Background: an optimization exercise with open tools, aiming at small area. Do not read the settings as production practice. In this exercise RTL edits were held to simulation tests only and were not proved equivalent to the original. Power figures rest on the tool's default switching activity, not on a simulated workload.

File: flow/flow/run.sh
#!/bin/bash
# The standard layout (standard.sh), with these changes:
#  - synthesis maps the logic with an area-oriented ABC script (flow/abc_area.script,
#    used in place of ORFS's abc_area.script; ABC does not touch the registers),
#    and leaves adders to ABC instead of extracting full/half-adder cells first;
#  - port buffers use the smallest buffer cell;
#  - clock tree synthesis inserts no dummy loads.
# The make output is in ./logs_flow/standard.log, each step's log under orfs/logs.
set -euo pipefail
here=$PWD
mkdir -p "$here/logs_flow"
rm -rf "$here/scripts_area"
cp -r "$FLOW_HOME/scripts" "$here/scripts_area"
cp "$here/flow/abc_area.script" "$here/scripts_area/abc_area.script"
bash "$here/standard.sh" SCRIPTS_DIR="$here/scripts_area" ADDER_MAP_FILE= \
     BUFFER_PORTS_ARGS="-buffer_cell sky130_fd_sc_hd__buf_1" \
     CTS_ARGS="-sink_clustering_enable -repair_clock_nets -sink_clustering_size 16 -sink_clustering_max_diameter 60 -buf_list sky130_fd_sc_hd__clkbuf_8 -dont_use_dummy_load" \
     finish > "$here/logs_flow/standard.log" 2>&1
File: flow/flow/abc_area.script
strash
balance
rewrite
refactor
balance
rewrite
rewrite -z
balance
refactor -z
rewrite -z
balance
dch -f
amap -F 4 -A 8
strash
balance
rewrite
refactor
balance
rewrite
rewrite -z
balance
refactor -z
rewrite -z
balance
dch -f
amap -F 4 -A 8
strash
balance
rewrite
refactor
balance
rewrite
rewrite -z
balance
refactor -z
rewrite -z
balance
dch -f
amap -F 4 -A 8
strash
balance
rewrite
refactor
balance
rewrite
rewrite -z
balance
refactor -z
rewrite -z
balance
dch -f
amap -F 4 -A 8
strash
balance
rewrite
refactor
balance
rewrite
rewrite -z
balance
refactor -z
rewrite -z
balance
dch -f
amap -F 4 -A 8
topo
File: flow/standard.sh
#!/bin/bash
# synth_recipe.tcl (not shown) runs the flow's synth.tcl, then flattens the netlist and writes it again
# the make line also repeats each setting of config.mk as NAME=value (left out here)
make -C /OpenROAD-flow-scripts/flow DESIGN_CONFIG=/design/flow/config.mk WORK_HOME=/design/flow/orfs CLKGATE_MAP_FILE= SYNTH_SCRIPT=/design/flow/synth_recipe.tcl "${@:-finish}"
File: flow/config.mk
export PLATFORM = sky130hd
export DESIGN_NAME = k580vm80a
export DESIGN_NICKNAME = k580vm80a
export VERILOG_FILES = /design/flow/design.v
export SDC_FILE = /design/flow/constraint.sdc
export NUM_CORES = 4
export LEC_CHECK = 0
export ABC_AREA = 1
export CAP_MARGIN = 10
export CORE_MARGIN = 2
export CORE_UTILIZATION = 55
export CTS_BUF_LIST = sky130_fd_sc_hd__clkbuf_8
export CTS_CLUSTER_DIAMETER = 60
export CTS_CLUSTER_SIZE = 16
export GPL_TIMING_DRIVEN = 1
export SLEW_MARGIN = 10
File: flow/constraint.sdc
create_clock -name core_clock -period 8.0 [get_ports {pin_clk}]
set_input_delay 1.6000 -clock core_clock [delete_from_list [all_inputs] [get_ports {pin_clk}]]
set_output_delay 1.6000 -clock core_clock [all_outputs]
set_load 0.01 [all_outputs]
File: flow/design.v
`timescale 1ns / 1ns
module k580vm80a
(
   input         pin_clk,        
   input         pin_f1,         
   input         pin_f2,         
   input         pin_reset,      
   output [15:0] pin_a,          
   output  [7:0] pin_dout,       
   input   [7:0] pin_din,        
   output        pin_aena,       
   output        pin_dena,       
   input         pin_hold,      
   output        pin_hlda,      
   input         pin_ready,     
   output        pin_wait,      
   input         pin_int,       
   output        pin_inte,      
   output        pin_sync,      
   output        pin_dbin,      
   output        pin_wr_n
);
wire  [7:0]    d;
reg   [7:0]    db;
wire  [7:0]    di;
reg   [15:0]   a;
wire           clk, f1, f2;
reg            abufena, db_ena, dbin_pin;
wire           dbinf2;
reg            reset;
wire           ready;
wire           dbin_ext;
reg            t404, t382, t735;
wire           t383;
wire           t773;
reg            hold, hlda_pin;
wire           hlda, h889;
reg            wr_n, sync;
wire           t1124;
wire           t1011;
wire           ready_int;
reg   [15:0]   r16_pc, r16_hl, r16_de, r16_bc, r16_sp, r16_wz, mxo;
wire  [15:0]   mxi;
wire           mxr0, mxr1, mxr2, mxr3, mxr4, mxr5;
wire           mxwh, mxwl, mxrh, mxrl, mxw16, mxwadr;
wire           dec16, inc16, iad16;
reg            xchg_dh;
wire           t3144;
wire           t1460, t1467, t1513, t1514, t1519;
wire           sy_inta, sy_wo_n, sy_hlta, sy_out, sy_m1, sy_inp, sy_memr;
wire           thalt, twt2;
reg            t1, t2, tw, t3, t4, t5;
reg            twf1;
wire           t1f1, t2f1, t3f1, t4f1, t5f1;
reg            m1, m2, m3, m4, m5;
wire           m1f1;
wire           m2f1, m3f1, m4f1, m5f1;
wire           start, ms0, ms1, m836, m839, m871;
reg            t980;
wire           t887, t953, t976;
reg            intr, inta, inte, mstart, minta;
wire           irq;
reg   [7:0]    i;
wire           imx, acc_sel;
wire           id_op, id_io, id_in, id_popsw, id_pupsw,
               id_nop, id_lxi, id_inx, id_inr, id_dcr, id_idr, id_mvi, id_dad,
               id_dcx, id_opa, id_idm, id_hlt, id_mov, id_opm, id_pop, id_rst,
               id_cxx, id_jxx, id_rxx, id_ret, id_jmp, id_opi, id_out, id_11x,
               id_rlc, id_rxc, id_rar, id_sha, id_daa, id_cma, id_stc, id_cmc,
               id_add, id_adc, id_sub, id_sbb, id_ana, id_xra, id_ora, id_cmp,
               id_lsax, id_mvim, id_shld, id_lhld, id_mvmr, id_mvrm, id_push,
               id_xthl, id_sphl, id_pchl, id_xchg, id_call, id_eidi, id_stlda;
wire           id80, id81, id82, id83, id84, id85, id86, id00, id01,
               id02, id03, id04, id05, id06, id07, id08, id09, id10;
wire           goto, jmpflag;
reg            jmptake, tree1;
reg            t3403;
reg   [7:0]    xr, r, acc;
wire  [7:0]    x, s, c;
wire           cl, ch, daa, daa_6x, daa_x6;
wire           a398;
reg            a327;
wire           alu_xout, alu_xwr, alu_xrd, alu_ald, alu_awr, alu_ard,
               alu_rld, alu_r00, alu_rwr, alu_srd, alu_zrd, alu_frd;
reg            psw_z, psw_s, psw_p, psw_c, psw_ac, tmp_c;
wire           t2222, t1993;
assign t1011 = t1 & ~reset;
assign t1f1  = t1 & ~reset;
assign t2f1  = t2;
assign m1f1  = m1;
assign dbinf2 = dbin_pin;
assign t383 = 1'b0;
assign t3f1  = t3;
assign t4f1  = t4;
assign t5f1  = t5;
assign m2f1  = m2;
assign m3f1  = m3;
assign m4f1  = m4;
assign m5f1  = m5;
assign t887  = hold;
assign t953  = reset;
assign t976  = t980 & m4;
assign t2222 = (t2 & m1) | (t1 & m5);
assign t1993 = t4 & m1;
assign clk        = pin_clk;
assign f1         = pin_f1;
assign f2         = pin_f2;
assign pin_a      = a;
assign pin_aena   = abufena;
assign pin_dout   = db;
assign pin_dena   = db_ena;
assign dbin_ext = dbinf2;
assign di       = pin_din;
assign d[7]    = ~reset & ~alu_zrd &
               ( dbin_ext & di[7]
               | mxrl & mxo[7]
               | mxrh & mxo[15]
               | t1f1 & sy_memr
               | alu_xrd & xr[7]
               | alu_ard & acc[7]
               | alu_frd & psw_s
               | alu_srd & s[7] );
assign d[6]    = ~reset & ~alu_zrd &
               ( dbin_ext & di[6]
               | mxrl & mxo[6]
               | mxrh & mxo[14]
               | t1f1 & sy_inp
               | alu_xrd & xr[6]
               | alu_ard & acc[6]
               | alu_frd & psw_z
               | alu_srd & s[6] );
assign d[5]    = ~reset & ~alu_zrd &
               ( dbin_ext & di[5]
               | mxrl & mxo[5]
               | mxrh & mxo[13]
               | t1f1 & sy_m1
               | alu_xrd & xr[5]
               | alu_ard & acc[5]
               | alu_frd & 1'b0
               | alu_srd & s[5] );
assign d[4]    = ~reset & ~alu_zrd &
               ( dbin_ext & di[4]
               | mxrl & mxo[4]
               | mxrh & mxo[12]
               | t1f1 & sy_out
               | alu_xrd & xr[4]
               | alu_ard & acc[4]
               | alu_frd & psw_ac
               | alu_srd & s[4] );
assign d[3]    = ~reset & ~alu_zrd &
               ( dbin_ext & di[3]
               | mxrl & mxo[3]
               | mxrh & mxo[11]
               | t1f1 & sy_hlta
               | alu_xrd & xr[3]
               | alu_ard & acc[3]
               | alu_frd & 1'b0
               | alu_srd & s[3] );
assign d[2]    = ~reset & ~alu_zrd &
               ( dbin_ext & di[2]
               | mxrl & mxo[2]
               | mxrh & mxo[10]
               | t1f1 & sy_stack
               | alu_xrd & xr[2]
               | alu_ard & acc[2]
               | alu_frd & psw_p
               | alu_srd & s[2] );
assign d[1]    = ~reset & ~alu_zrd &
               ( dbin_ext & di[1]
               | mxrl & mxo[1]
               | mxrh & mxo[9]
               | t1f1 & sy_wo_n
               | alu_xrd & xr[1]
               | alu_ard & acc[1]
               | alu_frd & 1'b1
               | alu_srd & s[1] );
assign d[0]    = ~reset & ~alu_zrd &
               ( dbin_ext & di[0]
               | mxrl & mxo[0]
               | mxrh & mxo[8]
               | t1f1 & sy_inta
               | alu_xrd & xr[0]
               | alu_ard & acc[0]
               | alu_frd & psw_c
               | alu_srd & s[0] );
always @(posedge clk)
begin
   if (f2 & db_stb) db <= d;
   if (f2) abufena <=  (~twt2 | ~thalt) & ~hlda_pin;
   if (f2) db_ena <= ~reset & t851;
end
always @(posedge clk)
begin
   if (f1) t404  <= pin_reset;
   if (f2) reset <= t404;
end
assign pin_hlda = hlda_pin;
assign t773 = hlda_pin;
assign hlda = hold & (t773 | (t3 & sy_wo_n) | (~m1 & sy_hlta) | t735);
assign h889 = t2f1 | twf1;
always @(posedge clk)
begin
   if (f2)  t735 <= t712;
   if (~f2) t382 <= pin_hold;
   if (f1)  hlda_pin <= hlda;
end
always @(posedge clk)
begin
   if (reset)
      hold <= 1'b0;
   else
      if (f2)
         begin
            if (t382)
               begin
                  if (~sy_inta & h889) hold <= 1'b1;
               end
            else
               hold <= 1'b0;
         end
end
assign pin_dbin   = dbin_pin;
assign pin_wr_n   = wr_n;
assign pin_sync   = sync;
always @(posedge clk)
begin
   if (f2) dbin_pin <= t1124 & (m1f1 | ~sy_hlta);
end
assign t1124 = (t2 | tw) & sy_wo_n & wr_n;
always @(posedge clk)
begin
   if (f2) sync <= ~ready_int & t1011;
   if (f1) wr_n <= ~(t3 | tw) | ready_int | sy_wo_n;
end
assign ready_int = (m4 | m5) & id_dad;
assign ready = ready_int | pin_ready;
assign pin_wait = twf1;
assign      t1467    = tree1 | (id04 & t4f1 & ~id_xthl);
assign      t1519    = tree2 | (id00 & t4f1 & ~id_xthl);
wire  [16:0]   mxc;
assign      mxc[0]   = iad16;
genvar gk;
generate
   for (gk = 0; gk < 16; gk = gk + 1)
   begin : g_incdec
      assign mxc[gk+1] = mxc[gk] & (a[gk] ^ dec16);
      assign mxi[gk]   = a[gk] ^ mxc[gk];
   end
endgenerate
assign      inc16    = iad16 & ~dec16;
assign      dec16    = iad16 & id05 & (t4f1 | t5f1 | m4f1 | m5f1);
assign      iad16    = ~(id00 & (t4f1 | t5f1)) & (~minta | m5 | t3144);
assign      t3144    = t4 | t5 | (m4 & (~id02 | (t3 & t3403)));
assign      mxw16    = t3403;
assign      mxwadr   = t3363 | (t4f1 & ~id_dad & ~id_hlt);
assign      t1513    = (t4f1 & id07) | t3335;
assign      t1514    = (t4f1 & id08) | t3361;
assign      mxrh     = t2998 | (id08 & t4f1 & ~i03);
assign      mxrl     = t3047 | (id08 & t4f1 & i03);
assign      mxwh     = t2817 | (t2806 & ~i03);
assign      mxwl     = t2819 | (t2806 & i03);
assign      mxr0     = tree0;
assign      mxr1     =  xchg_dh & (((t1513 | t1514) & (~i14 & i25)) | t1519)
                     | ~xchg_dh & (t1513 | t1514) & (i14 & ~i25);
assign      mxr2     =  xchg_dh & (t1513 | t1514) & (i14 & ~i25)
                     | ~xchg_dh & (((t1513 | t1514) & (~i14 & i25)) | t1519);
assign      mxr3     = (t1513 | t1514) & (~i14 & ~i25);
assign      mxr4     = t1467 | (t1513 & i14 & i25);
assign      mxr5     = ~(t1467 | t1513 | t1514 | t1519 | mxr0);
always @ (posedge clk)
begin
      xchg_dh <= (xchg_dh & ~reset) ^ (f2 & t2 & id_xchg);
end
always @ (*)
case ({mxr0, mxr1, mxr2, mxr3, mxr4, mxr5})
   6'b100000:  mxo = r16_pc;
   6'b010000:  mxo = r16_hl;
   6'b001000:  mxo = r16_de;
   6'b000100:  mxo = r16_bc;
   6'b000010:  mxo = r16_sp;
   6'b000001:  mxo = r16_wz;
   default:    mxo = 16'h0000;
endcase
always @ (posedge clk)
if (f2)
begin
   if (mxwadr) a <= mxo;
   if (mxw16)
      begin
         if (mxr0) r16_pc <= mxi;
         if (mxr1) r16_hl <= mxi;
         if (mxr2) r16_de <= mxi;
         if (mxr3) r16_bc <= mxi;
         if (mxr4) r16_sp <= mxi;
         if (mxr5) r16_wz <= mxi;
      end
   else
      begin
         if (mxwl)
            begin
               if (mxr0) r16_pc[7:0] <= d;
               if (mxr1) r16_hl[7:0] <= d;
               if (mxr2) r16_de[7:0] <= d;
               if (mxr3) r16_bc[7:0] <= d;
               if (mxr4) r16_sp[7:0] <= d;
               if (mxr5) r16_wz[7:0] <= d;
            end
         if (mxwh)
            begin
               if (mxr0) r16_pc[15:8] <= d;
               if (mxr1) r16_hl[15:8] <= d;
               if (mxr2) r16_de[15:8] <= d;
               if (mxr3) r16_bc[15:8] <= d;
               if (mxr4) r16_sp[15:8] <= d;
               if (mxr5) r16_wz[15:8] <= d;
            end
      end
end
assign sy_hlta = id_hlt;
assign sy_m1   = m1;
assign sy_inp  = m5 & id_in;
assign sy_out  = m5 & id_out;
assign sy_inta = inta;
assign sy_memr = sy_wo_n & ~sy_inp & ~minta;
assign sy_wo_n  = m1 | m2 | m3 | (((m4 & ~id86) | (m5 & ~id85)) & ~ready_int);
always @(posedge clk)
begin
   if (f1)
      begin
      end
end
assign twt2    = (t2f1 | twf1) & ~start;
assign thalt   = ~m1 & sy_hlta;
always @(posedge clk)
begin
   if (f1)
      begin
         twf1 <= tw;
      end
   if (f2)
      begin
         t1 <= start;
         t2 <= ~start & t1f1;
         tw <= ~start & (t2f1 | twf1) & (~ready | thalt);
         t3 <= ~start & (t2f1 | twf1) &  ready & ~thalt;
         t4 <= ~start & t3f1 & ms0 & ~ms1;
         t5 <= ~start & t4f1 & ms0 & ~ms1;
      end
end
assign m836 = m1f1 & id82;
assign m839 = ~t976 | ~sy_hlta;
assign m871 = t789 | id81;
assign start = ~m839
             | t953
             | (eom & ~(hold & t887))
             | (f2 & ((~t382 & hold) | t383) & ~(twf1 | t3f1 | t4f1 | t5f1));
assign ms0 = ~reset & m839 & ~(sy_stack & ~t1f1) & ~(eom & ~m836);
assign ms1 = ~reset & m839 & ~(sy_stack & ~t1f1) & ~(m871 & ~m836) & eom;
always @(posedge clk)
begin
   if (f1)
      begin
      end
   if (f2)
      begin
         t980 <= sy_inta;
      end
end
always @(posedge clk)
begin
   if (f1)
      begin
      end
   if (f2)
      begin
         m1 <= (~ms0 & ~ms1) | (~ms1 & m1f1);
         m2 <= (~ms0 | ~ms1) & ((ms0 & m2f1) | (ms1 & m1f1));
         m3 <= (ms0 & m3f1) | (ms1 & m2f1);
         m4 <= (ms0 & m4f1) | (ms1 & m3f1) | (ms0 & ms1);
         m5 <= (ms0 & m5f1) | (ms1 & m4f1);
      end
end
assign irq = intr & inte & ~reset & ~hold;
assign pin_inte = inte;
always @(posedge clk)
begin
   if (f2) intr <= pin_int;
   if (f2) mstart <= ~ms0 & ~ms1;
   if (sy_inta) minta <= 1;
   if (f1 & t1 & m1) minta <= 0;
end
always @(posedge clk or posedge reset)
begin
   if (reset)
      begin
         inta <= 0;
         inte <= 0;
      end
   else
      begin
         if (f1)
            begin
               if (irq & ((tw & sy_hlta) | (mstart & ~id_eidi))) inta <= 1;
               if (~intr | id_eidi | (t5 & id_rst)) inta <= 0;
            end
         if (f2)
            begin
               if (t1f1 & id_eidi) inte <= i[3];
               if (t1f1 & sy_inta) inte <= 0;
            end
      end
end
function cmp
(
   input [7:0] i,
   input [7:0] c,
   input [7:0] m
);
   cmp = &(~(i ^ c) | m);
endfunction
assign imx     = ~(id_op | (id_mov & t4));
assign acc_sel = imx ? (i[5:3] == 3'b111) : (i[2:0] == 3'b111);
assign jmpflag =    (psw_c &  i14 & ~i25)     
                  | (psw_p & ~i14 &  i25)     
                  | (psw_z & ~i14 & ~i25)     
                  | (psw_s &  i14 &  i25);    
always @(posedge clk)
begin
   if (~f2 & (reset | (m1 & t3))) i <= pin_din;
   if (f1)
      begin
      end
end
assign goto    = id_rst | id_jmp | id_call | (jmptake & (id_cxx | id_jxx));
assign t1460   = (t1 & ( (m2 & id00)
                      | (m3 & id00)
                      | (m4 & (id01 | id04))
                      | (m5 & (id01 | id04)))
               | t2 & ( (m2 & id00)
                      | (m4 & id01)
                      | (m5 & id01))
               | t3 & ( (m4 & (id04 | id_sphl)))
               | t5 & ( (m1 & (id04 | id_sphl)))) & ~(~jmptake & id_cxx & t5);
always @(posedge clk)
begin
   if (f2 & t4f1)
      begin
         jmptake <= i03 ? jmpflag : ~jmpflag;
      end
   if (f1)
      begin
         tree1 <= t1460;
         t3403 <= t2 & ( (m1 | m2)
                       | (m3 & ~id_xthl)
                       | ((m4 | m5) & ~id_dad & ~id09))
                | t3 & m4 & id09
                | t5 & (m5 | (m1 & ~id08));
      end
end
assign id_nop     = cmp(i, 8'b00xxx000, 8'b00111000);
assign id_lxi     = cmp(i, 8'b00xx0001, 8'b00110000);
assign id_lsax    = cmp(i, 8'b000xx010, 8'b00011000);
assign id_inx     = cmp(i, 8'b00xx0011, 8'b00110000);
assign id_inr     = cmp(i, 8'b00xxx100, 8'b00111000);
assign id_dcr     = cmp(i, 8'b00xxx101, 8'b00111000);
assign id_idr     = cmp(i, 8'b00xxx10x, 8'b00111001);
assign id_mvi     = cmp(i, 8'b00xxx110, 8'b00111000);
assign id_dad     = cmp(i, 8'b00xx1001, 8'b00110000);
assign id_dcx     = cmp(i, 8'b00xx1011, 8'b00110000);
assign id_opa     = cmp(i, 8'b00xxx111, 8'b00111000);
assign id_idm     = cmp(i, 8'b0011010x, 8'b00000001);
assign id_stlda   = cmp(i, 8'b0011x010, 8'b00001000);
assign id_mvim    = cmp(i, 8'b00110110, 8'b00000000);
assign id_shld    = cmp(i, 8'b00100010, 8'b00000000);
assign id_lhld    = cmp(i, 8'b00101010, 8'b00000000);
assign id_mvmr    = cmp(i, 8'b01110xxx, 8'b00000111) & ~id_hlt;
assign id_mvrm    = cmp(i, 8'b01xxx110, 8'b00111000) & ~id_hlt;
assign id_hlt     = cmp(i, 8'b01110110, 8'b00000000);
assign id_mov     = cmp(i, 8'b01xxxxxx, 8'b00111111);
assign id_op      = cmp(i, 8'b10xxxxxx, 8'b00111111);
assign id_opm     = cmp(i, 8'b10xxx110, 8'b00111000);
assign id_pop     = cmp(i, 8'b11xx0001, 8'b00110000);
assign id_push    = cmp(i, 8'b11xx0101, 8'b00110000);
assign id_rst     = cmp(i, 8'b11xxx111, 8'b00111000);
assign id_xthl    = cmp(i, 8'b11100011, 8'b00000000);
assign id_sphl    = cmp(i, 8'b11111001, 8'b00000000);
assign id_pchl    = cmp(i, 8'b11101001, 8'b00000000);
assign id_xchg    = cmp(i, 8'b11101011, 8'b00000000);
assign id_cxx     = cmp(i, 8'b11xxx100, 8'b00111000);
assign id_jxx     = cmp(i, 8'b11xxx010, 8'b00111000);
assign id_rxx     = cmp(i, 8'b11xxx000, 8'b00111000);
assign id_ret     = cmp(i, 8'b110x1001, 8'b00010000);
assign id_call    = cmp(i, 8'b11xx1101, 8'b00110000);
assign id_eidi    = cmp(i, 8'b1111x011, 8'b00001000);
assign id_jmp     = cmp(i, 8'b1100x011, 8'b00001000);
assign id_io      = cmp(i, 8'b1101x011, 8'b00001000);
assign id_opi     = cmp(i, 8'b11xxx110, 8'b00111000);
assign id_in      = cmp(i, 8'b11011011, 8'b00000000);
assign id_popsw   = cmp(i, 8'b11110001, 8'b00000000);
assign id_out     = cmp(i, 8'b11010011, 8'b00000000);
assign id_11x     = cmp(i, 8'b11xxxxxx, 8'b00111111);
assign id_pupsw   = cmp(i, 8'b11110101, 8'b00000000);
assign id_rxc     = ~i[5] & i[3] & id_opa;
assign id_sha     = ~i[5]        & id_opa;
assign id_rlc     = (i[5:3] == 3'b000) & id_opa;
assign id_rar     = (i[5:3] == 3'b011) & id_opa;
assign id_daa     = (i[5:3] == 3'b100) & id_opa;
assign id_cma     = (i[5:3] == 3'b101) & id_opa;
assign id_stc     = (i[5:3] == 3'b110) & id_opa;
assign id_cmc     = (i[5:3] == 3'b111) & id_opa;
assign id_add     = (i[5:3] == 3'b000) & (id_op | id_opi);
assign id_adc     = (i[5:3] == 3'b001) & (id_op | id_opi);
assign id_sub     = (i[5:3] == 3'b010) & (id_op | id_opi);
assign id_sbb     = (i[5:3] == 3'b011) & (id_op | id_opi);
assign id_ana     = (i[5:3] == 3'b100) & (id_op | id_opi);
assign id_xra     = (i[5:3] == 3'b101) & (id_op | id_opi);
assign id_ora     = (i[5:3] == 3'b110) & (id_op | id_opi);
assign id_cmp     = (i[5:3] == 3'b111) & (id_op | id_opi);
assign id80       = id_lxi  | id_pop   | id_opm  | id_idm  | id_dad
                  | id_xthl | id_xchg  | id_jxx  | id_ret  | id_eidi
                  | id_nop  | id_stlda | id_mvmr | id_mvrm | id_hlt
                  | id_opa  | id_mvim  | id_jmp  | id_io   | id_opi
                  | id_mvi  | id_lsax  | id_lhld | id_shld | id_op;
assign id81       = id_dcx  | id_inx   | id_sphl | id_pchl | id_xchg
                  | id_eidi | id_nop   | id_opa  | id_op   | id_mov
                  | (id_idr & ~id82);
assign id82       = id_pop  | id_push  | id_opm  | id_idm  | id_dad
                  | id_rst  | id_ret   | id_rxx  | id_mvrm | id_mvmr
                  | id_hlt  | id_mvim  | id_io   | id_opi  | id_mvi
                  | id_lsax;
assign id83       = id_opm  | id_stlda | id_mvmr | id_mvrm | id_opi
                  | id_mvi  | id_lsax;
assign id84       = id_lxi  | id_jxx   | id_jmp;
assign id85       = id_push | id_idm   | id_rst  | id_xthl | id_cxx
                  | id_call | id_mvim  | id_shld | (id_io & ~i[3]);
assign id86       = id_push | id_rst   | id_xthl | id_cxx  | id_call
                  | id_mvmr | id_shld  | (~i[3] & (id_lsax | id_stlda));
assign id00       = id_xthl   | id_pchl  | id_sphl;
assign id01       = id_pop    | id_rxx   | id_ret;
assign id02       = id_mvi    | id_opi   | id_io;
assign id03       = id_rst    | id_push  | id_xthl | id_cxx  | id_call;
assign id04       = id_rst    | id_push  | id_xthl | id_cxx  | id_call;
assign id05       = id_rst    | id_push  | id_xthl | id_cxx  | id_call | id_dcx;
assign id06       = id_pop    | id_rxx   | id_ret  | id_dad  | id_lhld | id_io;
assign id07       = id_dcx    | id_inx   | id_lxi  | id_dad;
assign id08       = id_mov    | id_mvi   | id_idr  | id_op;
assign id09       = id_rst    | id_push  | id_xthl | id_cxx  | id_call | id_shld;
assign id10       = id_pop    | id_push  | id_mvrm | id_mvi;
assign alu_xwr  =  (a327 | t4f1 & (id_rst | id_out | ~id_11x));
assign alu_xout = ~(id_sub | id_sbb | id_cmp | id_cma);
assign alu_xrd  = t1698 | a358;
assign x = alu_xout ? xr : ~xr;
assign alu_ald = t2222 & ( id_adc | id_add | id_daa | id_xra | id_sbb
                         | id_sub | id_ana | id_ora | id_sha | id_cma);
assign alu_ard = t1375 | a398;
assign alu_awr = t1497 | a357;
assign alu_r00 = id_dcr & t4f1;
assign alu_srd = t1668;
assign alu_rwr = t1780;
assign alu_rld = t4f1 & (id_sha | id_op | id_opi);
assign daa = id_daa & t4f1;
assign daa_x6 = (acc[3] & (acc[2] | acc[1])) | psw_ac;
assign daa_6x = ((acc[3] & (acc[2] | acc[1])) & acc[4] & acc[7])
              | (acc[7] & (acc[6] | acc[5])) | tmp_c;
assign s  = {7'b0000000, id_rlc & c[7]}
          | ((id_rxc | id_ora | id_ana | id_xra) ? 8'h00 : (x ^ r ^ {c[6:0], cl}))
          | (id_rxc  ? {ch, r[7:1]} : 8'h00)
          | (id_ora  ? (x | r) : 8'h00)
          | (id_ana  ? (x & r) : 8'h00)
          | (id_xra  ? (x ^ r) : 8'h00);
assign cl = tmp_c & ~id_daa & ~id_rlc & ~id_ora & ~id_xra & ~id_rxc;
assign ch = tmp_c & id_rar | r[0] & ~id_rar;
assign c[0] = (r[0] & x[0]) | (cl & (r[0] | x[0]));
assign c[1] = (r[1] & x[1]) | (c[0] & (r[1] | x[1]));
assign c[2] = (r[2] & x[2]) | (c[1] & (r[2] | x[2]));
assign c[3] = (r[3] & x[3]) | (c[2] & (r[3] | x[3]));
assign c[4] = (r[4] & x[4]) | (c[3] & (r[4] | x[4]));
assign c[5] = (r[5] & x[5]) | (c[4] & (r[5] | x[5]));
assign c[6] = (r[6] & x[6]) | (c[5] & (r[6] | x[6]));
assign c[7] = (r[7] & x[7]) | (c[6] & (r[7] | x[7]));
assign alu_frd = t2046;  
assign alu_zrd = m1f1 & t3f1;
assign a398 = t1993 & ((t1994 & id08) | id_opa | id_stlda | id_lsax | id_io);
always @(posedge clk)
begin
   if (f1)
      begin
         a327  <= t3 & m4 & ~(id_dad | id_out | id_rst)
                | t2 & (m4 | m5) & id_dad;
      end
end
always @(posedge clk)
begin
   if (f2)
      begin
         if (alu_xwr) xr <= id_rst ? (i & 8'b00111000) : d;
         if (alu_awr) acc <= d;
         if (alu_ald) acc <= s;
         if (alu_rld) r <= acc;
         if (alu_rwr) r <= d;
         if (alu_r00) r <= 8'hff;
         if (daa)
            begin
               r[1] <= daa_x6;
               r[2] <= daa_x6;
               r[5] <= daa_6x;
               r[6] <= daa_6x;
            end
         if (psw_ld)
            begin
               psw_c  <= d[0];  
               psw_p  <= d[2];
               psw_ac <= d[4];
               psw_z  <= d[6];
               psw_s  <= d[7];
            end
         if (psw_wr)
            begin
               psw_p  <= ~(^s);
               psw_ac <= (c[3] & ~id_xra & ~id_ora & ~id_rxc) | (id_ana & (x[3] | r[3]));
               psw_z  <= ~(|s);
               psw_s  <= s[7];
            end
         if (t2222)
            begin
               if (id_xra | id_stc | id_ora | id_ana | id_cmc)
                  psw_c <= ~tmp_c;
               if (id_cmp | id_sbb | id_sub)
                  psw_c <= ~(t2133 | id_rxc & x[0]);
               if (id_dad | id_sha | id_adc | id_add)
                  psw_c <= t2133 | id_rxc & x[0];
            end
         if (daa & daa_6x)
                  psw_c <= 1'b1;
         if (t2175)
            tmp_c <= psw_c;
         if (t4f1)
            begin
               if (id_sbb)
                  tmp_c <= ~psw_c;
               if (id_inr | id_ora | id_xra | id_ana | id_cmp | id_sub)
                  tmp_c <= 1'b1;
               if (id_dad | id_cma | id_dcr | id_add | id_stc)
                  tmp_c <= 1'b0;
            end
      end
end
wire           db_stb, t851, t712, sy_stack, eom, t789, t2806, t2817, t2819, t3047, t2998, t3363, t3335, t1375, t1698, t1668, t1780, a358, psw_wr, t2046, t1994, t2133, t2175;
assign db_stb = t1 | (~sy_wo_n & t2);
assign t851 = t1 | (~sy_wo_n & (t2 | tw | t3));
assign t712 = ~sy_wo_n & t3;
assign sy_stack = (t1 & t1460)
                   | (t3 & m3 & id_cxx & ~jmptake)
                   | (t5 & m1 & id_rxx & ~jmptake);
assign eom = t5
              | t4 & m1 & id80
              | t3 & m2
              | t3 & m3
              | t3 & m4
              | t3 & m5 & ~id_xthl;
assign t789 = (id84 & m3) | (id83 & ~id_mvim & m4) | m5;
assign t2806 = id08 & ((t3 & m4) | (t5 & m1));
assign t2817 = reset | (t3 & (m1 | m3 | (m4 & id_io) | (m5 & id06)));
assign t2819 = reset | (t3 & (m2 | (m4 & id06) | (m5 & id_rst)));
assign t3047 = m4 & (t1 | t2) & id_dad
                | t2 & ((m4 & id_shld) | (m5 & id03));
assign t2998 = (t1 | t2) & m5 & id_dad
                | t2 & ((m5 & id_shld) | (m4 & id03));
assign t3363 = t1 & (m1 | m2 | m3 | ((m4 | m5) & ~id_hlt & ~id_dad));
assign t3335 = id07 & ((t1 & (m4 | m5)) | (t3 & (m2 | m3)) | t5);
assign t1375 = t2 & m4 & id_pupsw;
assign t1698 = t5 & m1 & ~id_inr & ~id_dcr
                | t3 & m5 & id_rst;
assign t1668 = t2 & m5 & (id_inr | id_dcr)
                | t3 & m5 & id_dad
                | t3 & m4 & id_dad
                | t5 & m1 & (id_inr | id_dcr);
assign t1780 = t3 & m1
                | t1 & (m4 | m5) & id_dad;
assign a358 = t2 &  ~sy_wo_n & (id_io | id_mvim | id_stlda | id_lsax | id_mvmr);
assign psw_wr = t2 & m1 & (id_opi | id_inr | id_dcr | id_daa | id_op);
assign t2046 = t2 & m5 & id_pupsw;   
assign t1994 = acc_sel;
assign t2133 = ~id_rxc & c[7];
assign t2175 = t3 & m1
                   | t2 & m5 & id_dad;
wire           busclash;
assign busclash = reset & dbin_pin & ~wr_n;
wire           tree0, tree2, t3361, t1497, psw_ld, a357, i25, i14, i03;
assign tree0 = (t1 & ( (m1 & ~goto)
                       | (m2 & ~id_xthl)
                       | (m3 & ~id_xthl)
                       | (m4 & id02))
                | t2 & (  m1
                       | (m2 & ~id_xthl)
                       | (m3 & ~id_xthl)
                       | (m4 & (id02 | id_rst | id_cxx | id_call))
                       | (m5 & (id_rst | id_cxx | id_call)))
                | t3 & ( (m4 & (id_ret | id_rxx))
                       | (m5 & (id_ret | id_rxx)))
                | t5 & id_pchl) & ~busclash;
assign tree2 = (t1 & ( (m4 & (id_mov | id_idr | id_op))
                       | (m5 & id08))
                | t2 & ( (m4 & (id_shld | id00 | id_dad))
                       | (m5 & (id_shld | id00 | id_dad)))
                | t3 & ( (m4 & (id_lhld | id_dad))
                       | (m5 & (id_lhld | id_dad)))
                | t5 & m5) & ~busclash;
assign t3361 = (t1 & m4 & id_lsax
                | t2 & id10 & ~sy_wo_n
                | t3 & id10 & sy_wo_n & (m4 | m5)
                | t5 & id08 & m1) & ~busclash;
assign t1497 = (t3 & m5 & id_popsw) & ~busclash;
assign psw_ld = (t3 & m4 & id_popsw) & ~busclash;
assign a357 = (t3 & m5 & (id_io | id_mvim) & sy_wo_n
                | t3 & m4 & (id_stlda | id_lsax | id_mvmr) & sy_wo_n
                | acc_sel & id08 & (t5 & m1 | t3 & m4)) & ~busclash;
assign i25 = imx ? i[5] : i[2];
assign i14 = imx ? i[4] : i[1];
assign i03 = imx ? i[3] : i[0];
endmodule
==> results of run 1 <==
## worst reg2reg max path, stage by stage, from the launching register on
cell and delay (ps):
edfxtp_1 530, clkinv_1 220, nor2_2 260, nand3_1 190, nor3_2 320, clkinv_1 140, o21ai_1 220, o21ai_0 160
nand2_1 90, a41oi_1 190, o221ai_1 150, buf_4 280, clkinvlp_4 300, a221oi_1 460, o221ai_1 240, a221oi_1 370
o221ai_1 260, a221oi_2 310, o221ai_1 250, a221oi_1 360, o221ai_1 240, a221oi_1 350, o221ai_1 250, a221oi_1 370
o221ai_1 210, xor2_1 180, o21ai_1 310
## cell type report
class | instances | area, um2
multi-input combinational | 639 | 3670
tap | 225 | 282
timing repair buffer | 79 | 420
inverter | 131 | 495
fill | 1468 | 6590
clock buffer | 17 | 234
sequential | 192 | 5730
## cell usage in the layout (no fill, tap or decap), drive strengths merged, types with 3 or more instances in the layout
cell type / instances
edfxtp: 187
nor2: 168
clkinv: 130
o21ai: 89
nand2: 82
buf: 79
a222oi: 48
o22ai: 36
nor3: 33
a21oi: 29
o221ai: 24
clkbuf: 17
a221oi: 16
a31oi: 10
o32ai: 9
nand3: 7
xor2: 7
o221a: 7
nor4: 6
or3: 5
and2: 5
nor2b: 5
o31ai: 5
o211ai: 4
nand4: 4
a2111oi: 4
o311ai: 3
or4: 3
o21a: 3
o22a: 3
or2: 3
a22oi: 3
o41ai: 3
dfxtp: 3
## kinds of logic after synthesis
family | share of synthesized area
compound gates | 0.225
xor+xnor | 0.00623
buf+inv | 0.0500
flops | 0.582
simple gates | 0.137
## layer usage
layer	global-route usage	wire [um]	vias up
li1	-	-	3936
met1	0.519	13300	4205
met2	0.542	14800	679
met3	0.0765	4030	106
met4	0.151	1390	0
met5	0	0	-
## through the flow
stage               setup TNS (ps)  cells  power [uW]  area, um2
CTS                              0   1283        2200      10800
finish                           0   1283        2220      10800
floorplan                        0    962        1540       9840
detailed placement               0   1266        1720      10600
global placement                 0   1266        1720      10600
global route                  -214   1283        2290      10800
## report_power, final
part,switching [uW],total [uW],internal [uW]
combinational,320,448,128
clock,310,499,189
sequential,57.9,1270,1210
total,688,2220,1530
## how the worst max path moves through the flow
stage                           endpoint  slack, ps  cells after the start
floorplan           r16_bc[15]$_DFFE_PP_       1070                     25
global placement     psw_c$_SDFFCE_PP1P_        510                     31
detailed placement  r16_sp[15]$_DFFE_PP_        270                     26
CTS                 r16_wz[15]$_DFFE_PP_        130                     26
global route        r16_wz[15]$_DFFE_PP_        -50                     26
finish              r16_pc[15]$_DFFE_PP_        580                     26
## state kept, by name, indices dropped and copies added, names as in the netlist, 8 cells and up
register	count
r16_bc	16
r16_sp	16
db	8
r16_hl	16
r	8
xr	8
r16_wz	16
acc	8
r16_pc	16
a	16
i	8
r16_de	16
==> metrics.md, run 1 <==
| Metric | Value |
|---|---|
| Status | `finished clean` |
| Area growth from synthesis to layout | `10.0%` |
| DP Worst Slack | `273 ps` |
| Crit path buffers/inverters | `4` |
| Floorplan die height | `138 um` |
| Buffers inserted by post-CTS timing repair | `0` |
| Number of input and output port buffers inserted | `46` |
| DRC violations left | `0` |
| Kind of end point of the critical path | `register` |
| Number of enable-type register cells in the synthesized netlist | `187` |
| Most instantiated library cell after synthesis | `edfxtp_1` |
| Number of H-tree levels | `4` |
| Total inserted antenna cells | `0` |
| Starting density of the core | `0.565` |
| 1st-pass router iterations | `8` |
| Leak pwr | `0.00344 uW` |
| Flip-flop and latch count after synthesis | `192` |
| Tightest hold margin | `442 ps` |
| DRT antenna net count | `0` |
| Most area-hungry cell type in the Yosys netlist | `edfxtp_1` |
| Endpoint required time on the critical path | `8230 ps` |
| Netlist Area Pre-Place | `0.00984 mm2` |
| Synthesized net count | `977` |
| First-pass GRT wire length | `49,800 um` |
| Largest stage delay on the critical path | `530 ps` |
| Worst setup skew after layout | `44.1 ps` |
| Category of cells accounting for the largest share of critical-path delay | `compound AO/OA/AOI/OAI gates` |
| Insertion delay to the later sink of the worst-skew pair | `480 ps` |
| Cell type of the slowest stage on the worst timing path | `edfxtp_1` |
| Slack of the worst reg-to-reg path | `580 ps` |
| Number of global-route vias before repair | `8,201` |
| Area of the core | `0.0174 mm2` |
| Reg2reg start | `i[0]$_DFFE_PP_` |
| Total wire length | `33,500 um` |
| Period Utilization, post-route | `0.927` |
| Most frequent cells after synthesis | `edfxtp_1 (187), nor2_1 (168), clkinv_1 (131)` |
| Number of sinks driven by the clock tree | `192` |
| CTS Buf Count | `17` |
| Shortest period the worst path allows | `7420 ps` |
| Achievable Freq | `0.135 GHz` |
| Biggest area contributors in the synthesized netlist | `edfxtp_1 (57%), nor2_1 (6.4%), clkinv_1 (5.0%)` |
| Maximum clock insertion buffer count | `2` |
| Ports placed on the boundary | `47` |
| Share of Yosys cell area claimed by the top area cell type | `0.571` |
| Transition time of the tightest slew-check pin | `1090 ps` |
| Final weighted congestion in routability-driven placement | `1.05` |
| Root Buffer | `clkbuf_8` |
| Nets | `1,075` |
| Cell mode on critical path | `o221ai_1` |
| Gates resized, CTS repair | `0` |
| Number of hold buffers added after CTS | `0` |
| Max-cap violations | `0` |
| Number of warnings issued by yosys | `1` |
| Final count of hold timing violations | `0` |
| Power density over the cells | `205 mW/mm2` |
| Clock-pin transition on the worst setup and hold timing paths | `90 ps` |
| Number of vias per cell | `6.96` |
| Initial antenna violation count | `0` |
| Count of standard-cell rows | `48` |
| Top fanout value on the critical path | `16` |
| Cells on worst reg2reg path | `26` |
| Kind of critical path | `register to register` |
| Width of the chip | `138 um` |
| Initial DRC Count | `1,754` |
| Die Outline Area | `0.0190 mm2` |
| Post-route setup slack | `584 ps` |
| Fin util | `0.622` |
| Nature of the critical path startpoint | `register` |
| Largest net degree at the start of global routing | `28` |
| Number of vias in the routed layout | `8,926` |
| Sequential area share after synthesis | `0.582` |
| Prevailing post-synth register cell | `edfxtp_1` |
| Hold/Removal Path Class | `register to asynchronous set/reset pin` |
| Post-Syn Area per Cell | `10.2 um2` |
| Share of flip-flops with an asynchronous set or reset after synthesis | `0.0104` |
| Data arrival time of the critical path | `7650 ps` |
| Setup-failing EPs final | `0` |
| Distinct cell type count after synthesis | `45` |
| Fraction of layout cells with a size suffix above 1 | `0.0567` |
| Clock tree from TritonCTS | `yes` |
| Rel. slew slack | `0.270` |
| Routed wirelength normalized by instance count | `26.1 um` |
| Tot GR Track Use | `0.363` |
| Worst IR Drop VDD | `115 uV` |
| Grt total ovfl | `0` |
| Terminus of the critical flop-to-flop path | `r16_pc[15]$_DFFE_PP_` |
| Cell count after synthesis | `962` |
| Beginning of the critical path | `i[0]$_DFFE_PP_` |
| Number of max-slew violations in the final report | `0` |
| Estimated wirelength of the detail-placed design | `24,700 um` |
==> run 2: changes to the inputs <==
--- a/flow/config.mk
+++ b/flow/config.mk
@@ -8,7 +8,7 @@
 export ABC_AREA = 1
 export CAP_MARGIN = 10
 export CORE_MARGIN = 2
-export CORE_UTILIZATION = 55
+export CORE_UTILIZATION = 62
 export CTS_BUF_LIST = sky130_fd_sc_hd__clkbuf_8
 export CTS_CLUSTER_DIAMETER = 60
 export CTS_CLUSTER_SIZE = 16
==> run 2 against run 1 <==
  * Still clean on timing, DRC and antenna
  * Register-to-register slack got worse by 90 ps
  * Clock skew rose by 0.74 ps
  * Clock power barely moved
  * Hold slack got worse by 54 ps
  * Setup slack got worse by 89 ps
  * Die area fell by 11%
  * Non-clock buffer count rose by 3
  * Critical path depth rose by 6
  * Design area rose by 0.20%
  * Wire length rose by 2.3%
  * Combinational power rose by 2%
  * Fmax fell by 1.2%
==> metrics.md, run 2 <==
| Metric | Value |
|---|---|
| Cells on worst reg2reg path | `32 (+23%)` |
| Die Outline Area | `0.0169 mm2 (-11%)` |
| Final count of hold timing violations | `0 (unchanged)` |
| Most instantiated library cell after synthesis | `edfxtp_1` |
| Final weighted congestion in routability-driven placement | `1.10 (+4.4%)` |
| Area of the core | `0.0157 mm2 (-9.8%)` |
| Post-route setup TNS | `0 ps (unchanged)` |
| Worst IR Drop VDD | `115 uV (-0.18%)` |
| Flip-flop and latch count after synthesis | `192 (unchanged)` |
| Kind of critical path | `register to register` |
| Most frequent cells after synthesis | `edfxtp_1 (187), nor2_1 (168), clkinv_1 (131)` |
| Number of vias in the routed layout | `9,289 (+4.1%)` |
| Internal power contribution | `1530 uW (about the same)` |
| Rel. slew slack | `0.260 (-0.00936)` |
| First-pass GRT wire length | `49,800 um (+0.14%)` |
| CTS Buf Count | `17 (unchanged)` |
| Grt total ovfl | `0 (unchanged)` |
| Area growth from synthesis to layout | `10.2%` |
| Total inserted antenna cells | `0 (unchanged)` |
| Biggest area contributors in the synthesized netlist | `edfxtp_1 (57%), nor2_1 (6.4%), clkinv_1 (5.0%)` |
| Initial DRC Count | `2,079 (+19%)` |
| Setup repair after global routing missed its margin | `false` |
| Number of H-tree levels | `4 (unchanged)` |
| Number of warnings issued by yosys | `1 (unchanged)` |
| Most common library cell in the layout ignoring fill and taps | `edfxtp_1` |
| Switching power total | `694 uW (+0.87%)` |
| Number of input and output port buffers inserted | `46 (unchanged)` |
| Period Utilization, post-route | `0.938 (+0.0111)` |
| Number of sinks driven by the clock tree | `192 (unchanged)` |
| Cell type of the slowest stage on the worst timing path | `edfxtp_1` |
| Count of standard-cell rows | `46 (-4.2%)` |
| Cell mode on critical path | `clkinv_1` |
| Gates resized, CTS repair | `0 (unchanged)` |
| Tightest hold margin | `387 ps (-54.4 ps)` |
| Width of the chip | `130 um (-5.6%)` |
| Routed wirelength normalized by instance count | `26.8 um (+2.8%)` |
| Share of flip-flops with an asynchronous set or reset after synthesis | `0.0104 (unchanged)` |
| Starting density of the core | `0.626 (+0.0613)` |
| Post-Syn Area per Cell | `10.2 um2 (unchanged)` |
| Fraction of layout cells with a size suffix above 1 | `0.0603 (+0.00361)` |
| Total wire length | `34,200 um (+2.3%)` |
| Number of hold buffers added after CTS | `0 (unchanged)` |
| Relative contribution of sequential cells to total power | `0.572 (about the same)` |
| Number of global-route vias before repair | `8,412 (+2.6%)` |
| 1st-pass router iterations | `8 (unchanged)` |
| Initial antenna violation count | `0 (unchanged)` |
| Kind of end point of the critical path | `register` |
| Proportion of power drawn by the clock network | `0.223 (-0.002)` |
| Prevailing post-synth register cell | `edfxtp_1` |
| Leak pwr | `0.00346 uW (+0.64%)` |
| Number of max-slew violations in the final report | `0 (unchanged)` |
| Achievable Freq | `0.133 GHz (-1.2%)` |
| Netlist Area Pre-Place | `0.00984 mm2 (unchanged)` |
| Shortest period the worst path allows | `7510 ps (+89.0 ps)` |
| Transition time of the tightest slew-check pin | `1100 ps (+8.76 ps)` |
| Hold/Removal Path Class | `register to asynchronous set/reset pin` |
| Root Buffer | `clkbuf_8` |
| Insertion delay to the later sink of the worst-skew pair | `490 ps (about the same)` |
| Fin util | `0.690 (+0.0688)` |
| Largest stage delay on the critical path | `560 ps (+30 ps)` |
| Ports placed on the boundary | `47 (unchanged)` |
| Status | `finished clean` |
| Estimated wirelength of the detail-placed design | `25,300 um (+2.7%)` |
| Setup-failing EPs final | `0 (unchanged)` |
| Combinational share of power | `0.205 (+0.003)` |
| Worst setup skew after layout | `44.9 ps (+0.737 ps)` |
| DRC violations left | `0 (unchanged)` |
| Top fanout value on the critical path | `9 (-7)` |
| Nets | `1,078 (+0.28%)` |
| Endpoint required time on the critical path | `8190 ps (-40 ps)` |
| Maximum clock insertion buffer count | `2 (unchanged)` |
| Nature of the critical path startpoint | `register` |
| Most area-hungry cell type in the Yosys netlist | `edfxtp_1` |
| Data arrival time of the critical path | `7690 ps (+40 ps)` |
| Cell count after synthesis | `962 (unchanged)` |
| Synthesized net count | `977 (unchanged)` |
| Most used cells in the layout excluding fill and tap cells | `edfxtp_1 (187), nor2_1 (167), clkinv_1 (130), o21ai_0 (87), nand2_1 (82)` |
| Floorplan die height | `130 um (-5.6%)` |
| Max-cap violations | `0 (unchanged)` |
| Clock-pin transition on the worst setup and hold timing paths | `90 ps (about the same)` |
| Sequential area share after synthesis | `0.582 (unchanged)` |
| Clock tree from TritonCTS | `yes` |
| Power density over the cells | `205 mW/mm2 (+0.11%)` |
| Buffers inserted by post-CTS timing repair | `0 (unchanged)` |
| Number of enable-type register cells in the synthesized netlist | `187 (unchanged)` |
| Largest net degree at the start of global routing | `26 (-7.1%)` |
| Sw frac | `0.312 (+0.00172)` |
| DRT antenna net count | `0 (unchanged)` |
| Number of vias per cell | `7.27 (+4.6%)` |
| Share of Yosys cell area claimed by the top area cell type | `0.571 (unchanged)` |
| Tot GR Track Use | `0.405 (+0.0420)` |
| Distinct cell type count after synthesis | `45 (unchanged)` |
[run 2: cell types whose count changed in the layout (fill, tap and decap cells not counted), sizes merged]
cell	previous run	this run
buf	79	82
[run 2: cells by family after synthesis]
logic type,count (synthesis),share of synthesized area
XOR/XNOR,7,0.00623
AO/OA/AOI/OAI,310,0.225
flip-flops,192,0.582
buffers and inverters,131,0.0500
AND/OR/NAND/NOR,322,0.137
[run 2: layout make-up]
class / instances / area [um2]
repair buffers: 82 / 443
well taps: 216 / 270
fillers: 1163 / 4870
inverters: 131 / 495
multi-input cells: 639 / 3680
clock buffers: 17 / 234
flip-flops and latches: 192 / 5730
[run 2: path summary, 6_finish.rpt]
path	startpoint	endpoint	slack, ps
worst min register to register	reset$_DFFE_PP_	inte$_DFFE_PP0P_	390
worst min-delay path	reset$_DFFE_PP_	inte$_DFFE_PP0P_	390
worst max-delay path	i[0]$_DFFE_PP_	psw_c$_SDFFCE_PP1P_	490
max in group asynchronous	reset$_DFFE_PP_	inta$_DFFE_PP0P_	7480
worst max register to register	i[0]$_DFFE_PP_	psw_c$_SDFFCE_PP1P_	490
min in group core_clock	t404$_DFFE_PP_	reset$_DFFE_PP_	420
[run 2: critical path: cells and delay by family, from the launching register on]
family,cells,cell delay [ps]
flip-flops,1,560
AND/OR/NAND/NOR,10,1930
AO/OA/AOI/OAI,13,3060
buffers and inverters,9,1680
[run 2: routing by layer]
layer  up-vias  routed length (um)  GRT usage
li1       3945                   -          -
met1      4277               12100      0.545
met4         0                2020      0.187
met2       881               15100      0.621
met5         -                   0          0
met3       186                5030      0.108
[run 2: power groups by stage]
| stage | clock network [uW] | logic [uW] | registers, uW |
|---|---|---|---|
| floorplan | 0 | 261 | 1280 |
| global placement | 0 | 424 | 1290 |
| detailed placement | 0 | 431 | 1290 |
| CTS | 488 | 434 | 1270 |
| global route | 520 | 486 | 1280 |
| finish | 496 | 455 | 1270 |
[run 2: metrics by stage]
stage	area, um2	setup slack [ps]	power [uW]	cells
5_1_grt	10800	12.9	2280	1277
2_1_floorplan	9840	1070	1540	962
3_5_place_dp	10600	99.0	1720	1260
6_report	10800	495	2220	1277
3_3_place_gp	10600	639	1710	1260
4_1_cts	10800	92.3	2190	1277
==> run 3: changes to the inputs <==
--- a/flow/flow/run.sh
+++ b/flow/flow/run.sh
@@ -14,5 +14,5 @@
 cp "$here/flow/abc_area.script" "$here/scripts_area/abc_area.script"
 bash "$here/standard.sh" SCRIPTS_DIR="$here/scripts_area" ADDER_MAP_FILE= \
      BUFFER_PORTS_ARGS="-buffer_cell sky130_fd_sc_hd__buf_1" \
-     CTS_ARGS="-sink_clustering_enable -repair_clock_nets -sink_clustering_size 16 -sink_clustering_max_diameter 60 -buf_list sky130_fd_sc_hd__clkbuf_8 -dont_use_dummy_load" \
+     CTS_ARGS="-sink_clustering_enable -repair_clock_nets -sink_clustering_size 14 -sink_clustering_max_diameter 50 -buf_list sky130_fd_sc_hd__clkbuf_8 -dont_use_dummy_load" \
      finish > "$here/logs_flow/standard.log" 2>&1
--- a/flow/config.mk
+++ b/flow/config.mk
@@ -8,9 +8,9 @@
 export ABC_AREA = 1
 export CAP_MARGIN = 10
 export CORE_MARGIN = 2
-export CORE_UTILIZATION = 62
+export CORE_UTILIZATION = 55
 export CTS_BUF_LIST = sky130_fd_sc_hd__clkbuf_8
-export CTS_CLUSTER_DIAMETER = 60
-export CTS_CLUSTER_SIZE = 16
+export CTS_CLUSTER_DIAMETER = 50
+export CTS_CLUSTER_SIZE = 14
 export GPL_TIMING_DRIVEN = 1
 export SLEW_MARGIN = 10
==> run 3 against run 2 <==
  * Combinational power fell by 2%
  * Largest cell class unchanged
  * Die area rose by 12%
  * Non-clock buffer count fell by 3
==> metrics.md, run 3 <==
| Metric | Value |
|---|---|
| Status | `finished clean` |
| Number of vias in the routed layout | `8,926 (-3.9%)` |
| Initial DRC Count | `1,754 (-16%)` |
| Achievable Freq | `0.135 GHz (+1.2%)` |
| Prevailing post-synth register cell | `edfxtp_1` |
| Cell mode on critical path | `o221ai_1` |
| Total wire length | `33,500 um (-2.3%)` |
| Starting density of the core | `0.565 (-0.0613)` |
| Area growth from synthesis to layout | `10.0%` |
| Final weighted congestion in routability-driven placement | `1.05 (-4.2%)` |
| Most frequent cells after synthesis | `edfxtp_1 (187), nor2_1 (168), clkinv_1 (131)` |
| Synth Area in Adders | `0 (unchanged)` |
| 1st-pass router iterations | `8 (unchanged)` |
| Number of max-slew violations in the final report | `0 (unchanged)` |
| Most instantiated library cell after synthesis | `edfxtp_1` |
| Most area-hungry cell type in the Yosys netlist | `edfxtp_1` |
| Internal power contribution | `1530 uW (about the same)` |
| Number of H-tree levels | `4 (unchanged)` |
| Number of enable-type register cells in the synthesized netlist | `187 (unchanged)` |
| Biggest area contributors in the synthesized netlist | `edfxtp_1 (57%), nor2_1 (6.4%), clkinv_1 (5.0%)` |
| Share of flip-flops with an asynchronous set or reset after synthesis | `0.0104 (unchanged)` |
| Netlist Area Pre-Place | `0.00984 mm2 (unchanged)` |
| Terminus of the critical flop-to-flop path | `r16_pc[15]$_DFFE_PP_` |
| Number of input and output port buffers inserted | `46 (unchanged)` |
| Most used cells in the layout excluding fill and tap cells | `edfxtp_1 (187), nor2_1 (166), clkinv_1 (130), o21ai_0 (85), nand2_1 (82)` |
| Slack of the worst reg-to-reg path | `580 ps (+90 ps)` |
| Largest stage delay on the critical path | `530 ps (-30 ps)` |
| Routed wirelength normalized by instance count | `26.1 um (-2.7%)` |
| Ports placed on the boundary | `47 (unchanged)` |
| Most common library cell in the layout ignoring fill and taps | `edfxtp_1` |
| Endpoint required time on the critical path | `8230 ps (+40 ps)` |
| Estimated wirelength of the detail-placed design | `24,700 um (-2.6%)` |
| Grt total ovfl | `0 (unchanged)` |
| Combinational share of power | `0.202 (-0.003)` |
| Total inserted antenna cells | `0 (unchanged)` |
| DRC violations left | `0 (unchanged)` |
| Initial antenna violation count | `0 (unchanged)` |
| Width of the chip | `138 um (+6.0%)` |
| Period Utilization, post-route | `0.927 (-0.0111)` |
| Nets | `1,075 (-0.28%)` |
| Cell count after synthesis | `962 (unchanged)` |
| First-pass GRT wire length | `49,800 um (-0.14%)` |
| Total placed cells including tap cells | `1,266 (+0.48%)` |
| Multiplexer fraction of the synthesized cell area | `0 (unchanged)` |
| Beginning of the critical path | `i[0]$_DFFE_PP_` |
| Number of global-route vias before repair | `8,201 (-2.5%)` |
| Share of Yosys cell area claimed by the top area cell type | `0.571 (unchanged)` |
| Worst IR Drop VDD | `115 uV (+0.18%)` |
| Synth Area in Simple Gates | `0.137 (unchanged)` |
| Rel. slew slack | `0.270 (+0.00936)` |
| Clock-pin transition on the worst setup and hold timing paths | `90 ps (about the same)` |
| Fill cell count | `1,468 (+26%)` |
| Max-cap violations | `0 (unchanged)` |
| Number of warnings issued by yosys | `1 (unchanged)` |
| CTS Buf Count | `17 (unchanged)` |
| Number of hold buffers added after CTS | `0 (unchanged)` |
| Cells on worst reg2reg path | `26 (-19%)` |
| Hold/Removal Path Class | `register to asynchronous set/reset pin` |
| Tot GR Track Use | `0.363 (-0.0420)` |
| Floorplan die height | `138 um (+6.0%)` |
| Cell type of the slowest stage on the worst timing path | `edfxtp_1` |
| Proportion of power drawn by the clock network | `0.225 (+0.002)` |
| Area of the core | `0.0174 mm2 (+11%)` |
| Fraction of layout cells with a size suffix above 1 | `0.0567 (-0.00361)` |
| Number of vias per cell | `6.96 (-4.4%)` |
| Worst setup skew after layout | `44.1 ps (-0.737 ps)` |
| Area share of xor/xnor cells in the synthesized design | `0.00623 (unchanged)` |
| Count of standard-cell rows | `48 (+4.3%)` |
| Transition time of the tightest slew-check pin | `1090 ps (-8.76 ps)` |
| Largest net degree at the start of global routing | `28 (+7.7%)` |
| Distinct cell type count after synthesis | `45 (unchanged)` |
| Fraction of the mapped netlist area in compound gates | `0.225 (unchanged)` |
| Root Buffer | `clkbuf_8` |
| Insertion delay to the later sink of the worst-skew pair | `480 ps (about the same)` |
| Data arrival time of the critical path | `7650 ps (-40 ps)` |
| Kind of end point of the critical path | `register` |
| Final count of hold timing violations | `0 (unchanged)` |
| Largest family of logic cells by synthesized area | `compound AO/OA/AOI/OAI gates` |
| Nature of the critical path startpoint | `register` |
| Shortest period the worst path allows | `7420 ps (-89.0 ps)` |
| Leak pwr | `0.00344 uW (-0.64%)` |
| Synthesized net count | `977 (unchanged)` |
| Sw frac | `0.310 (-0.00172)` |
| Post-Layout Cell Count | `1,283 (+0.47%)` |
| Setup-failing EPs final | `0 (unchanged)` |
| Top fanout value on the critical path | `16 (+7)` |
| Power density over the cells | `205 mW/mm2 (-0.11%)` |
| Reg2reg start | `i[0]$_DFFE_PP_` |
| Flip-flop and latch count after synthesis | `192 (unchanged)` |
| Sequential area share after synthesis | `0.582 (unchanged)` |
| Kind of critical path | `register to register` |
| DRT antenna net count | `0 (unchanged)` |
| Switching power total | `688 uW (-0.86%)` |
| Clock tree from TritonCTS | `yes` |
| Number of sinks driven by the clock tree | `192 (unchanged)` |
| Post-Syn Area per Cell | `10.2 um2 (unchanged)` |
| Maximum clock insertion buffer count | `2 (unchanged)` |
| Fin util | `0.622 (-0.0688)` |
| Die Outline Area | `0.0190 mm2 (+12%)` |
| Relative contribution of sequential cells to total power | `0.573 (about the same)` |
## run 3: cell count changes in the layout (fill, tap and decap cells not counted), sizes merged
cell,before,now
buf,82,79
## run 3: cell families (layout without fill, tap and decap cells)
group | count (synthesis) | after routing
DFF | 192 | 192
AOI/OAI and AO/OA | 310 | 310
and+or+nand+nor | 322 | 322
xor gates and xnor gates | 7 | 7
buffers and inverters | 131 | 227
## run 3: per-stage QoR
stage                     worst slack [ps]  hold slack (ps)  setup TNS, ps  instance area, um2  total power, uW
final                                  584              442              0               10800             2220
after detailed placement               273              408              0               10600             1720
after global placement                 510              406              0               10600             1720
after global routing                 -46.2              450           -214               10800             2290
after CTS                              125              432              0               10800             2200
after floorplan                       1070              254              0                9840             1540
## run 3: power by group through the flow
stage	Clock, uW	Combinational (uW)	Sequential (uW)
2_1_floorplan	0	261	1280
3_3_place_gp	0	430	1290
3_5_place_dp	0	433	1290
4_1_cts	495	434	1270
5_1_grt	536	482	1280
6_report	499	448	1270
## run 3: worst max path at each step
| stage | end |
|---|---|
| floorplan | r16_bc[15]$_DFFE_PP_ |
| global placement | psw_c$_SDFFCE_PP1P_ |
| detailed placement | r16_sp[15]$_DFFE_PP_ |
| CTS | r16_wz[15]$_DFFE_PP_ |
| global route | r16_wz[15]$_DFFE_PP_ |
| finish | r16_pc[15]$_DFFE_PP_ |
## run 3: per-layer routing
metal,GRT usage,vias up,routed length [um]
li1,-,3936,-
met1,0.519,4205,13300
met2,0.542,679,14800
met3,0.0765,106,4030
met4,0.151,0,1390
met5,0,-,0
## run 3: repair_timing
action	in CTS	in global routing
endpoints found under the setup margin	0	37
setup buffers	0	0
resized for setup	0	9
## run 3: layout make-up
type	count	area [um2]	share of cell area
repair buffers	79	420	0.0388
inverters	131	495	0.0458
well taps	225	282	0.0260
flip-flops and latches	192	5730	0.529
clock buffers	17	234	0.0216
multi-input cells	639	3670	0.339
## run 3: worst max-delay path, delay by kind of cell, from the launching register on
kind	cells	cell delay, ps
AOI/OAI and AO/OA	17	4700
buffers and inverters	4	920
and+or+nand+nor	4	860
DFF	1	530
xor gates and xnor gates	1	180

port drivers added, routing unchanged:
No port has a modelled driver above. Below, the same layouts with a new extraction and two added sets of constraints.
Step 1 (the two cells are an assumption about what drives the block):
set clk [get_ports {pin_clk}]
set_driving_cell -lib_cell sky130_fd_sc_hd__clkbuf_16 $clk
set_driving_cell -lib_cell sky130_fd_sc_hd__buf_2 [delete_from_list [all_inputs] $clk]
Step 2 times the ports against the registers' clock, not the clock port: input delays grow and output delays shrink by t, the midpoint of the rising clock arrivals with the driver on.
Three values: ideal ports, drivers, drivers and shift; two values: the first two.
| run | shift t [ns] | slack for setup (ns) | worst setup path after step 2 |
|---|---|---|---|
| run 1 | 0.504 | 0.584 / 0.584 / 0.584 | register to register |
| run 2 | 0.516 | 0.495 / 0.495 / 0.495 | register to register |
| run 3 | 0.504 | 0.584 / 0.584 / 0.584 | register to register |
After both steps every run listed still meets setup and hold.
